Background: an optimization exercise with open tools, aiming at small area. Do not read the settings as production practice.
Function was checked by simulation only, so behaviour that the tests miss may differ from the original.
Power is estimated from default activity; no workload was simulated.

Design uart_fifo_top, start of the top module:
module uart_fifo_top (
    input  logic        clk,
    input  logic        rst_n,
    input  logic        cfg_parity,
    input  logic [1:0]  cfg_bits,
    input  logic [1:0]  cfg_baud,
    input  logic        tx_push,
    input  logic [7:0]  tx_wdata,
    output logic        tx_full,
    output logic        tx_empty,
    output logic        tx_serial,
    output logic        tx_busy,
    output logic        tx_done,
    input  logic        rx_en,
    input  logic        rx_serial,
    input  logic        rx_pop,
    output logic [7:0]  rx_rdata,
    output logic        rx_full,
    output logic        rx_empty,
    output logic        rx_busy,
    output logic        rx_done
);
    logic [7:0] tx_fifo_rdata;
    logic       tx_start;
    logic [7:0] rx_data;
    assign tx_start = ~tx_empty & ~tx_busy;
    fifo #(.WIDTH(8), .DEPTH(64)) u_tx_fifo (
        .clk     (clk),
        .i_push  (tx_push),
        .i_wdata (tx_wdata),
        .i_pop   (tx_start),
        .o_rdata (tx_fifo_rdata),
        .o_full  (tx_full),
        .o_empty (tx_empty),
        .rst_n   (rst_n)
    );
    uart_tx #(.DATA_WIDTH(8)) u_uart_tx (
        .clk          (clk),
  ...
For scale: about 4000 cells after synthesis, roughly 36 I/O pins, about 45000 sq um of cells after synthesis.
export LEC_CHECK = 0
export CAP_MARGIN = 20
export CORE_MARGIN = 2
export CORE_UTILIZATION = 60
export CTS_BUF_LIST = sky130_fd_sc_hd__clkbuf_16
export CTS_CLUSTER_DIAMETER = 80
export CTS_CLUSTER_SIZE = 28
export SLEW_MARGIN = 20
export SYNTH_HIERARCHICAL = 1
export SYNTH_MINIMUM_KEEP_SIZE = 0
create_clock -name core_clock -period 10.0 [get_ports {clk}]
standard.sh (not shown) runs the stock make flow with config.mk's settings and CLKGATE_MAP_FILE= SYNTH_SCRIPT=/design/flow/synth_recipe.tcl, a recipe that flattens the netlist after the stock synthesis.
==> flow/flow/run.sh <==
#!/bin/bash
# Standard layout, with one extra step after placement-time resizing: every
# logic cell and register is set to the smallest drive strength of its own
# function, and the port buffers to buf_1 (the later repair steps upsize
# whatever then needs it). Each tool's output goes to a log of its own.
set -euo pipefail
R=orfs/results/${FLOW_PLATFORM}/uart_fifo_top/base
bash standard.sh synth > synth.log 2>&1
bash standard.sh 3_4_place_resized > place.log 2>&1
RESULTS=$R openroad -no_init -exit flow/downsize.tcl > downsize.log 2>&1
bash standard.sh finish > finish.log 2>&1
==> flow/flow/downsize.tcl <==
# Set every logic cell and register of the placed design to the smallest
# cell of the same function (same name but the drive-strength suffix), and
# the port buffers to buf_1.
set odb $::env(RESULTS)/3_4_place_resized.odb
read_db $odb
set db [ord::get_db]
set block [ord::get_db_block]
set skip {^sky130_fd_sc_hd__(tap|fill|decap|diode|conb|clk|buf|inv|dly|lpflow|probe)}
set saved 0
set n 0
foreach inst [$block getInsts] {
    set m [$inst getMaster]
    set name [$m getName]
    set iname [$inst getName]
    if {[regexp {^(input|output)[0-9]+$} $iname] && [regexp {^sky130_fd_sc_hd__(buf|clkbuf|clkdlybuf4s[0-9]+)_[0-9]+$} $name]} {
        set best [$db findMaster sky130_fd_sc_hd__buf_1]
    } elseif {[regexp $skip $name]} {
        continue
    } elseif {[regexp {^(sky130_fd_sc_hd__\w+?)_(\d+)$} $name -> fam drv]} {
        set best $m
        foreach d {0 1 2} {
            set c [$db findMaster ${fam}_$d]
            if {$c ne "NULL" && $c ne "" && [$c getWidth] < [$best getWidth]} {
                set best $c
            }
        }
    } else {
        continue
    }
    if {[$best getName] ne $name} {
        set saved [expr {$saved + [$m getWidth] - [$best getWidth]}]
        incr n
        puts "swap $iname $name -> [$best getName]"
        $inst swapMaster $best
    }
}
puts "downsized $n instances, width saved [expr {$saved / 1000.0}] um"
write_db $odb
Next try:
==> flow/run.sh (new file) <==
#!/bin/bash
# synth_recipe.tcl (not shown) runs the flow's synth.tcl, then flattens the netlist and writes it again
# the make line also repeats each setting of config.mk as NAME=value (left out here)
make -C /OpenROAD-flow-scripts/flow DESIGN_CONFIG=/design/flow/config.mk WORK_HOME=/design/flow/orfs CLKGATE_MAP_FILE= SYNTH_SCRIPT=/design/flow/synth_recipe.tcl finish
- CORE_UTILIZATION: 60 -> 40
- CTS_BUF_LIST: sky130_fd_sc_hd__clkbuf_16 -> sky130_fd_sc_hd__clkbuf_8
- CTS_CLUSTER_SIZE: 28 -> 16
removed: flow/flow/run.sh
removed: flow/flow/downsize.tcl
removed: flow/standard.sh
Result:
- area after synthesis does not change
- count of clock-buffer cells in the layout rose by 29
- maximum frequency fell by a few percent
- clock power came out lower by roughly a tenth
- synthesized cell count stays the same
- die area goes up by well over a third
- core utilization is lower by 18 points
- sequential power went down slightly
- cell area climbs by a few percent
- global-route usage falls by 11 points
- routed wire length is about the same
Next try:
- CTS_BUF_LIST: sky130_fd_sc_hd__clkbuf_8 -> sky130_fd_sc_hd__clkbuf_16
- CTS_CLUSTER_DIAMETER: 80 -> 100
- CTS_CLUSTER_SIZE: 16 -> 30
The new run passed the timing, design-rule and antenna checks.
Synthesized cell count does not change.
Worst setup slack gains 55 ps.
Register-to-register slack gains 80 ps.
Area after synthesis stays the same.
Power climbs by 0.44%.
Hold slack is about the same.
Count of clock-buffer cells in the layout drops by 38.
Cell area hardly moves.
Routed wire length drops by 0.59%.
Clock skew drops by 28 ps.
Non-clock buffer count does not change.
Next try:
==> flow/flow/run.sh (new file) <==
#!/bin/bash
# Standard layout, with one extra step after placement-time resizing: every
# logic cell and register is set to the smallest drive strength of its own
# function, and the port buffers to buf_1 (the later repair steps upsize
# whatever then needs it). Each tool's output goes to a log of its own.
set -euo pipefail
R=orfs/results/${FLOW_PLATFORM}/uart_fifo_top/base
bash standard.sh synth > synth.log 2>&1
bash standard.sh 3_4_place_resized > place.log 2>&1
RESULTS=$R openroad -no_init -exit flow/downsize.tcl > downsize.log 2>&1
bash standard.sh finish > finish.log 2>&1
==> flow/flow/downsize.tcl (new file) <==
# Set every logic cell and register of the placed design to the smallest
# cell of the same function (same name but the drive-strength suffix), and
# the port buffers to buf_1.
set odb $::env(RESULTS)/3_4_place_resized.odb
read_db $odb
set db [ord::get_db]
set block [ord::get_db_block]
set skip {^sky130_fd_sc_hd__(tap|fill|decap|diode|conb|clk|buf|inv|dly|lpflow|probe)}
set saved 0
set n 0
foreach inst [$block getInsts] {
    set m [$inst getMaster]
    set name [$m getName]
    set iname [$inst getName]
    if {[regexp {^(input|output)[0-9]+$} $iname] && [regexp {^sky130_fd_sc_hd__(buf|clkbuf|clkdlybuf4s[0-9]+)_[0-9]+$} $name]} {
        set best [$db findMaster sky130_fd_sc_hd__buf_1]
    } elseif {[regexp $skip $name]} {
        continue
    } elseif {[regexp {^(sky130_fd_sc_hd__\w+?)_(\d+)$} $name -> fam drv]} {
        set best $m
        foreach d {0 1 2} {
            set c [$db findMaster ${fam}_$d]
            if {$c ne "NULL" && $c ne "" && [$c getWidth] < [$best getWidth]} {
                set best $c
            }
        }
    } else {
        continue
    }
    if {[$best getName] ne $name} {
        set saved [expr {$saved + [$m getWidth] - [$best getWidth]}]
        incr n
        puts "swap $iname $name -> [$best getName]"
        $inst swapMaster $best
    }
}
puts "downsized $n instances, width saved [expr {$saved / 1000.0}] um"
write_db $odb
==> flow/standard.sh (new file) <==
#!/bin/bash
# synth_recipe.tcl (not shown) runs the flow's synth.tcl, then flattens the netlist and writes it again
# the make line also repeats each setting of config.mk as NAME=value (left out here)
make -C /OpenROAD-flow-scripts/flow DESIGN_CONFIG=/design/flow/config.mk WORK_HOME=/design/flow/orfs CLKGATE_MAP_FILE= SYNTH_SCRIPT=/design/flow/synth_recipe.tcl "${@:-finish}"
- CORE_UTILIZATION: 40 -> 60
- CTS_CLUSTER_DIAMETER: 100 -> 60
- CTS_CLUSTER_SIZE: 30 -> 34
removed: flow/run.sh
Result: The new run passed the timing, design-rule and antenna checks; area after synthesis is unchanged; final area shrinks by 1.3%; cell count fell by 8.3%; die area went down by 33%; fmax came out higher by 6.5%; synthesized cell count is unchanged; via count grows by 4.5%.
Next try:
==> flow/run.sh (new file) <==
#!/bin/bash
# synth_recipe.tcl (not shown) runs the flow's synth.tcl, then flattens the netlist and writes it again
# the make line also repeats each setting of config.mk as NAME=value (left out here)
make -C /OpenROAD-flow-scripts/flow DESIGN_CONFIG=/design/flow/config.mk WORK_HOME=/design/flow/orfs CLKGATE_MAP_FILE= SYNTH_SCRIPT=/design/flow/synth_recipe.tcl finish
- CORE_UTILIZATION: 60 -> 40
- CTS_CLUSTER_DIAMETER: 60 -> 100
- CTS_CLUSTER_SIZE: 34 -> 24
removed: flow/flow/run.sh
removed: flow/flow/downsize.tcl
removed: flow/standard.sh
What happened:
- The new run completed without violations
- worst hold slack barely changes
- total power shrinks by 2.8%
- final cell count grows by 9.2%
- clock skew grows by 18 ps

the reference run:
uart_fifo_top, a different RTL version from the one above (not shown whole).
Size: about 4100 cells after synthesis, roughly 1100 flip-flops, about 36 I/O pins.
export LEC_CHECK = 0
export CAP_MARGIN = 20
export CORE_MARGIN = 2
export CORE_UTILIZATION = 55
export CTS_BUF_LIST = sky130_fd_sc_hd__clkbuf_16
export CTS_CLUSTER_DIAMETER = 150
export CTS_CLUSTER_SIZE = 30
export SLEW_MARGIN = 20
export SYNTH_HIERARCHICAL = 1
export SYNTH_MINIMUM_KEEP_SIZE = 0
create_clock -name core_clock -period 10.0 [get_ports {clk}]
==> flow/flow/run.sh <==
#!/bin/bash
# Standard layout, with one extra step after placement-time resizing: every
# logic cell and register is set to the smallest drive strength of its own
# function, and the port buffers to buf_1 (the later repair steps upsize
# whatever then needs it). Each tool's output goes to a log of its own.
set -euo pipefail
R=orfs/results/${FLOW_PLATFORM}/uart_fifo_top/base
bash standard.sh synth > synth.log 2>&1
bash standard.sh 3_4_place_resized > place.log 2>&1
RESULTS=$R openroad -no_init -exit flow/downsize.tcl > downsize.log 2>&1
bash standard.sh finish > finish.log 2>&1
==> flow/flow/downsize.tcl <==
# Set every logic cell and register of the placed design to the smallest
# cell of the same function (same name but the drive-strength suffix), and
# the port buffers to buf_1.
set odb $::env(RESULTS)/3_4_place_resized.odb
read_db $odb
set db [ord::get_db]
set block [ord::get_db_block]
set skip {^sky130_fd_sc_hd__(tap|fill|decap|diode|conb|clk|buf|inv|dly|lpflow|probe)}
set saved 0
set n 0
foreach inst [$block getInsts] {
    set m [$inst getMaster]
    set name [$m getName]
    set iname [$inst getName]
    if {[regexp {^(input|output)[0-9]+$} $iname] && [regexp {^sky130_fd_sc_hd__(buf|clkbuf|clkdlybuf4s[0-9]+)_[0-9]+$} $name]} {
        set best [$db findMaster sky130_fd_sc_hd__buf_1]
    } elseif {[regexp $skip $name]} {
        continue
    } elseif {[regexp {^(sky130_fd_sc_hd__\w+?)_(\d+)$} $name -> fam drv]} {
        set best $m
        foreach d {0 1 2} {
            set c [$db findMaster ${fam}_$d]
            if {$c ne "NULL" && $c ne "" && [$c getWidth] < [$best getWidth]} {
                set best $c
            }
        }
    } else {
        continue
    }
    if {[$best getName] ne $name} {
        set saved [expr {$saved + [$m getWidth] - [$best getWidth]}]
        incr n
        puts "swap $iname $name -> [$best getName]"
        $inst swapMaster $best
    }
}
puts "downsized $n instances, width saved [expr {$saved / 1000.0}] um"
write_db $odb
Relative to the reference run, the following input files were edited for the trial run:
Settings: CORE_UTILIZATION now 40, was 55; CTS_CLUSTER_SIZE now 24, was 30; CTS_CLUSTER_DIAMETER now 100, was 150.
## What came out
- Going from the reference run to the trial run, buffer count excluding the clock tree in the final layout went down by 3; global-route track usage on met1 has decreased; critical path's largest stage delay increased by 0.05 ns relative to the old numbers.
- Compared with the reference run, the trial run shows a count of clock buffers in the final design that is 22% higher.
- Going from the reference run to the trial run, register area stayed essentially flat; utilization after layout fell by 12 points; synthesized area stayed essentially flat.
- Summary of the trial run over the reference run: static leakage power now sits higher, transition time of the tightest slew-check pin went down by 0.17 ns.

Setup of job 102:
Another version of the RTL of uart_fifo_top (not shown whole).
Size in the first run: about 3,800 cells after synthesis, about 36 I/O pins, about 40,000 um2 of cells after synthesis.
Design uart_fifo_top, start of the top module:
module uart_fifo_top (
    input  logic        clk,
    input  logic        rst_n,
    input  logic        cfg_parity,
    input  logic [1:0]  cfg_bits,
    input  logic [1:0]  cfg_baud,
    input  logic        tx_push,
    input  logic [7:0]  tx_wdata,
    output logic        tx_full,
    output logic        tx_empty,
    output logic        tx_serial,
    output logic        tx_busy,
    output logic        tx_done,
    input  logic        rx_en,
    input  logic        rx_serial,
    input  logic        rx_pop,
    output logic [7:0]  rx_rdata,
    output logic        rx_full,
    output logic        rx_empty,
    output logic        rx_busy,
    output logic        rx_done
);
export LEC_CHECK = 0
export CAP_MARGIN = 20
export CORE_MARGIN = 2
export CORE_UTILIZATION = 62
export CTS_BUF_LIST = sky130_fd_sc_hd__clkbuf_16
export CTS_CLUSTER_DIAMETER = 150
export CTS_CLUSTER_SIZE = 30
export SLEW_MARGIN = 20
export SYNTH_HIERARCHICAL = 1
export SYNTH_MINIMUM_KEEP_SIZE = 0
create_clock -name core_clock -period 10.0 [get_ports {clk}]
Scripts as last shown in full above: flow/flow/run.sh, flow/flow/downsize.tcl
#### Input delta (job 105 over job 102)
-- flow/config.mk --
<<< job 102, line 10
export CORE_UTILIZATION = 62
>>> job 105, line 10
export CORE_UTILIZATION = 55
Results
- Every stage of the flow completed for job 105, and the final layout passed the timing, design-rule and antenna checks.
- Final count of hold timing violations: job 105 vs job 102 identical
- Looking at worst clock skew on the final layout, job 105 sits 0.0034 ns higher than job 102 does.
- Job 102 -> job 105: proportion of final cell area spent on non-clock buffers flat
- Cell count grows by a few percent when moving from job 102 to job 105.
- Summary of job 105 over job 102: total wire length grew by about 3%; routed length per placed instance now larger; share of power burned in combinational logic held steady.
- ~same relative contribution of sequential cells to total power in job 105 and job 102
- Job 105 against job 102: part of the cycle the worst path needs has increased; area added between synthesis and finish has increased.

uart_fifo_top, a different RTL version from the one above (not shown whole).
Size: roughly 36 I/O pins.
==> flow/design.v (excerpt) <==
module uart_fifo_top (
    input  logic        clk,
    input  logic        rst_n,
    input  logic        cfg_parity,
    input  logic [1:0]  cfg_bits,
    input  logic [1:0]  cfg_baud,
    input  logic        tx_push,
    input  logic [7:0]  tx_wdata,
    output logic        tx_full,
    output logic        tx_empty,
    output logic        tx_serial,
    output logic        tx_busy,
    output logic        tx_done,
    input  logic        rx_en,
    input  logic        rx_serial,
    input  logic        rx_pop,
    output logic [7:0]  rx_rdata,
    output logic        rx_full,
    output logic        rx_empty,
    output logic        rx_busy,
    output logic        rx_done
);
clock: 10.0 ns
lec_check: 0
cap_margin: 20
core_margin: 2
core_utilization: 55
cts_buf_list: sky130_fd_sc_hd__clkbuf_16
cts_cluster_diameter: 150
cts_cluster_size: 30
slew_margin: 20
synth_hierarchical: 1
synth_minimum_keep_size: 0
Scripts as last shown in full above: flow/flow/run.sh, flow/flow/downsize.tcl
Edit:
Settings changed: CORE_UTILIZATION 55 to 65, CTS_CLUSTER_SIZE 30 to 32.
Synthesized area stays the same. Maximum frequency increases by 2.1%. Via count rose by 0.64%. Utilization goes up by 8.4 points. Final area went down by about 0.9%. Sequential power shrinks by about 0.7%. Worst setup slack improved by 140 ps. First-iteration DRC count rises by about 23%. Count of clock-buffer cells in the layout is lower by 4. Power goes down by 1.1%.

re-timing with driven ports:
No port has a modelled driver above. Below, the same layouts with a new extraction and two added sets of constraints.
Step 1 assumes that a clkbuf_16 drives the clock port and a buf_2 every other input.
Step 2 also shifts input and output timing later by t, the mid clock arrival at the registers, as if the neighbouring blocks saw the same clock.
Slacks: ideal ports / drivers / drivers and shift; pairs: ideal ports / drivers.
run	shift t [ns]	slack for setup (ns)	worst setup path after step 2	clock arrival spread, ns	pins driven straight from the clock port
the first run of note 1	0.710	3.750 / 3.685 / 4.395	register to output	0.037 / 0.037	1
the second run of note 1	0.807	3.323 / 3.252 / 4.059	register to output	0.056 / 0.056	1
the third run of note 1	0.736	3.378 / 3.310 / 4.047	register to output	0.039 / 0.039	1
the fourth run of note 1	0.708	3.781 / 3.715 / 4.423	register to output	0.028 / 0.028	1
the fifth run of note 1	0.742	3.413 / 3.344 / 4.085	register to output	0.051 / 0.051	1
the reference run	0.686	3.093 / 3.028 / 3.714	register to output	0.055 / 0.054	1
the trial run	0.740	2.958 / 2.892 / 3.631	register to output	0.035 / 0.035	1
job 102	0.676	3.658 / 3.591 / 3.848	input to register	0.050 / 0.050	1
job 105	0.681	3.621 / 3.556 / 3.771	input to register	0.046 / 0.047	1
the first run of note 4	0.685	3.122 / 3.050 / 3.736	register to output	0.051 / 0.051	1
the second run of note 4	0.692	3.265 / 3.197 / 3.469	input to register	0.032 / 0.032	1
After both steps every run listed still meets setup and hold.
